What follows belongs to an exercise in optimizing a design on an open flow for small area and a short achievable clock period; a production flow would make more cautious choices.
Where RTL was checked, it was by simulation tests only, not by an equivalence proof against the original.
The clock port is modelled as an ideal driver, which makes a skipped or thinned clock tree look cheaper than it is; a real chip needs a root buffer or a tree.
Power figures rest on the tool's default switching activity, not on a simulated workload.

== old ==
## router_top
module router_top(input clk,rstn,re_0,re_1,re_2,pkt_valid,
	      input[7:0]data_in,
	      output vld_out_0,vld_out_1,vld_out_2,err,busy,
	      output[7:0]data_out_0,data_out_1,data_out_2);
reg st_da, st_lfd, st_wte, st_ld, st_ffs, st_lp, st_laf, st_cpe;
reg [1:0] addr_q;       
reg [2:0] dsel;         
reg       we_q;         
reg       lfd;          
reg [7:0] rdata;        
reg [7:0] fbyte;        
reg [7:0] par;          
reg       parity_done, low_pkt_valid, err_q;
wire [2:0] sft;
wire [2:0] vld;
wire [2:0] vo;
wire [2:0] full;
wire fifo_full = |(dsel & full);
wire we_reg = we_q;
wire rst_all = ~rstn | (|sft);
wire hdr_ok = pkt_valid & ~(data_in[1] & data_in[0]);
wire hdr_empty = (data_in[1:0] == 2'd0) ? ~vld[0] : (data_in[1:0] == 2'd1) ? ~vld[1] : ~vld[2];
wire wait_empty = (addr_q == 2'd0) ? ~vld[0] : (addr_q == 2'd1) ? ~vld[1] : (addr_q == 2'd2) ? ~vld[2] : 1'b0;
wire da_n  = (st_da & ~hdr_ok) | (st_laf & parity_done) | (st_cpe & ~fifo_full);
wire lfd_n = (st_da & hdr_ok & hdr_empty) | (st_wte & wait_empty);
wire wte_n = (st_da & hdr_ok & ~hdr_empty) | (st_wte & ~wait_empty);
wire ld_n  = st_lfd | (st_ld & ~fifo_full & pkt_valid) | (st_laf & ~parity_done & ~low_pkt_valid);
wire ffs_n = fifo_full & (st_ld | st_ffs | st_cpe);
wire lp_n  = (st_ld & ~fifo_full & ~pkt_valid) | (st_laf & ~parity_done & low_pkt_valid);
reg busy_q;              
always @(posedge clk) begin
	if (rst_all) begin
		st_da <= 1'b1; st_lfd <= 1'b0; st_wte <= 1'b0; st_ld <= 1'b0;
		st_ffs <= 1'b0; st_lp <= 1'b0; st_laf <= 1'b0; st_cpe <= 1'b0;
		busy_q <= 1'b0;
		we_q <= 1'b0;
	end else begin
		st_da  <= da_n;
		st_lfd <= lfd_n;
		st_wte <= wte_n;
		st_ld  <= ld_n;
		st_ffs <= ffs_n;
		st_lp  <= lp_n;
		st_laf <= st_ffs & ~fifo_full;
		st_cpe <= st_lp;
		busy_q <= ~(da_n | ld_n);
		we_q <= ld_n | lp_n | (st_ffs & ~fifo_full);
	end
end
assign busy = busy_q;
  ...
Size in the first run: roughly 1500 cells after synthesis, about 580 flip-flops, about 43 I/O pins, roughly 0.022 mm² of cells after synthesis.
export LEC_CHECK = 0
export CAP_MARGIN = 0
export CORE_MARGIN = 2
export CORE_UTILIZATION = 60
export SETUP_SLACK_MARGIN = 3.2
export SLEW_MARGIN = 0
create_clock -name core_clock -period 5.0 [get_ports {clk}]
standard.sh (not shown) runs the stock make flow with config.mk's settings and CLKGATE_MAP_FILE= SYNTH_SCRIPT=/design/flow/synth_recipe.tcl, a recipe that flattens the netlist after the stock synthesis.
==> flow/flow/run.sh <==
#!/bin/bash
# The standard layout, except that the clock tree is built by flow/manual_cts.tcl:
# the clock port drives four root buffers, each driving the leaf buffers of
# about 28 flip-flops apiece. Each tool's output goes to its own log here.
set -euo pipefail
export PRE_CTS_TCL="$PWD/flow/pre_cts.tcl"
export MCTS_PER=28
export MCTS_ROOTS=4
bash standard.sh > standard.log 2>&1
Other scripts of this flow, unchanged in this note and not shown: flow/flow/manual_cts.tcl, flow/flow/pre_cts.tcl
old | status: complete | timing, DRC, antenna: pass
Input-level comparison between new and old:
Settings: a change of SETUP_SLACK_MARGIN from 3.2 to 3.1.
Results
Taking old as the reference, in new routed wire length per instance ~0 delta, final design area excluding fillers -4.8%.
Taking old as the reference, in new worst hold slack now smaller, worst max-slew margin expressed relative to the limit grew by 3.5 points.
When new is measured against old, its area added between synthesis and finish turns out 5.5 points lower.
No run of this note takes its clock network from TritonCTS; it comes from the design's own scripts or RTL.


== run A ==
router_top, a different RTL version from the one above (not shown whole).
Size: ~1600 cells after synthesis, ~540 flip-flops, roughly 43 I/O pins.
// router_top
module router_top(input clk,rstn,re_0,re_1,re_2,pkt_valid,
	      input[7:0]data_in,
	      output vld_out_0,vld_out_1,vld_out_2,err,busy,
	      output[7:0]data_out_0,data_out_1,data_out_2);
Settings: LEC_CHECK=0, CAP_MARGIN=20, CORE_MARGIN=2, CORE_UTILIZATION=60, CTS_CLUSTER_DIAMETER=60, CTS_CLUSTER_SIZE=30, SETUP_SLACK_MARGIN=3.0, SLEW_MARGIN=20; clock period 5.0 ns.
run.sh (not shown) runs the stock make flow with config.mk's settings and CLKGATE_MAP_FILE= SYNTH_SCRIPT=/design/flow/synth_recipe.tcl, a recipe that flattens the netlist after the stock synthesis.
Stock flow here: none of the scripts above is used.
Run A completed every stage of the flow, and the final layout passed the timing, design-rule and antenna checks.
### run A -> run B
Settings: CTS_CLUSTER_SIZE: 30 -> unset; CTS_CLUSTER_DIAMETER: 60 -> unset.
- More vias were needed by run B than by run A.
- Going from run A to run B, layout overhead on the synthesized area +2.1 points, internal cell power moved up, slew at the pin with the worst max-slew slack climbed 0.016 ns.
- Clock skew delta (run A -> run B): insignificant
- Between run B and run A, the difference in minimum period implied by the final worst setup slack is negligible.
Function was not checked in any run of this note: the RTL went through the layout flow alone.

## re-timing with driven ports
Ports are ideal in the flow. The routed layouts listed here were re-timed in OpenROAD. Step 1 sets driving cells, clkbuf_16 on the clock port and buf_2 on the other inputs (assumed; they add their load-dependent delay and slew). Step 2 times the ports against the registers' clock, not the clock port: input delays grow and output delays shrink by t, the midpoint of the rising clock arrivals with the driver on. Three values: ideal ports, drivers, drivers and shift; two values: the first two.
run | shift t [ns] | slack for setup (ns) | cell pins on the clock port's net
old | 0.455 | 3.149 / 3.036 / 2.823 | 4
new | 0.452 | 3.125 / 3.026 / 2.765 | 4
run A | 0.609 | 2.806 / 2.806 / 2.452 | 1
run B | 0.645 | 2.804 / 2.804 / 2.397 | 1
After both steps setup and hold are still met in every run listed. For run B, which loses most, drivers alone change the setup slack by 0.000 ns; drivers and shift together by -0.407 ns.
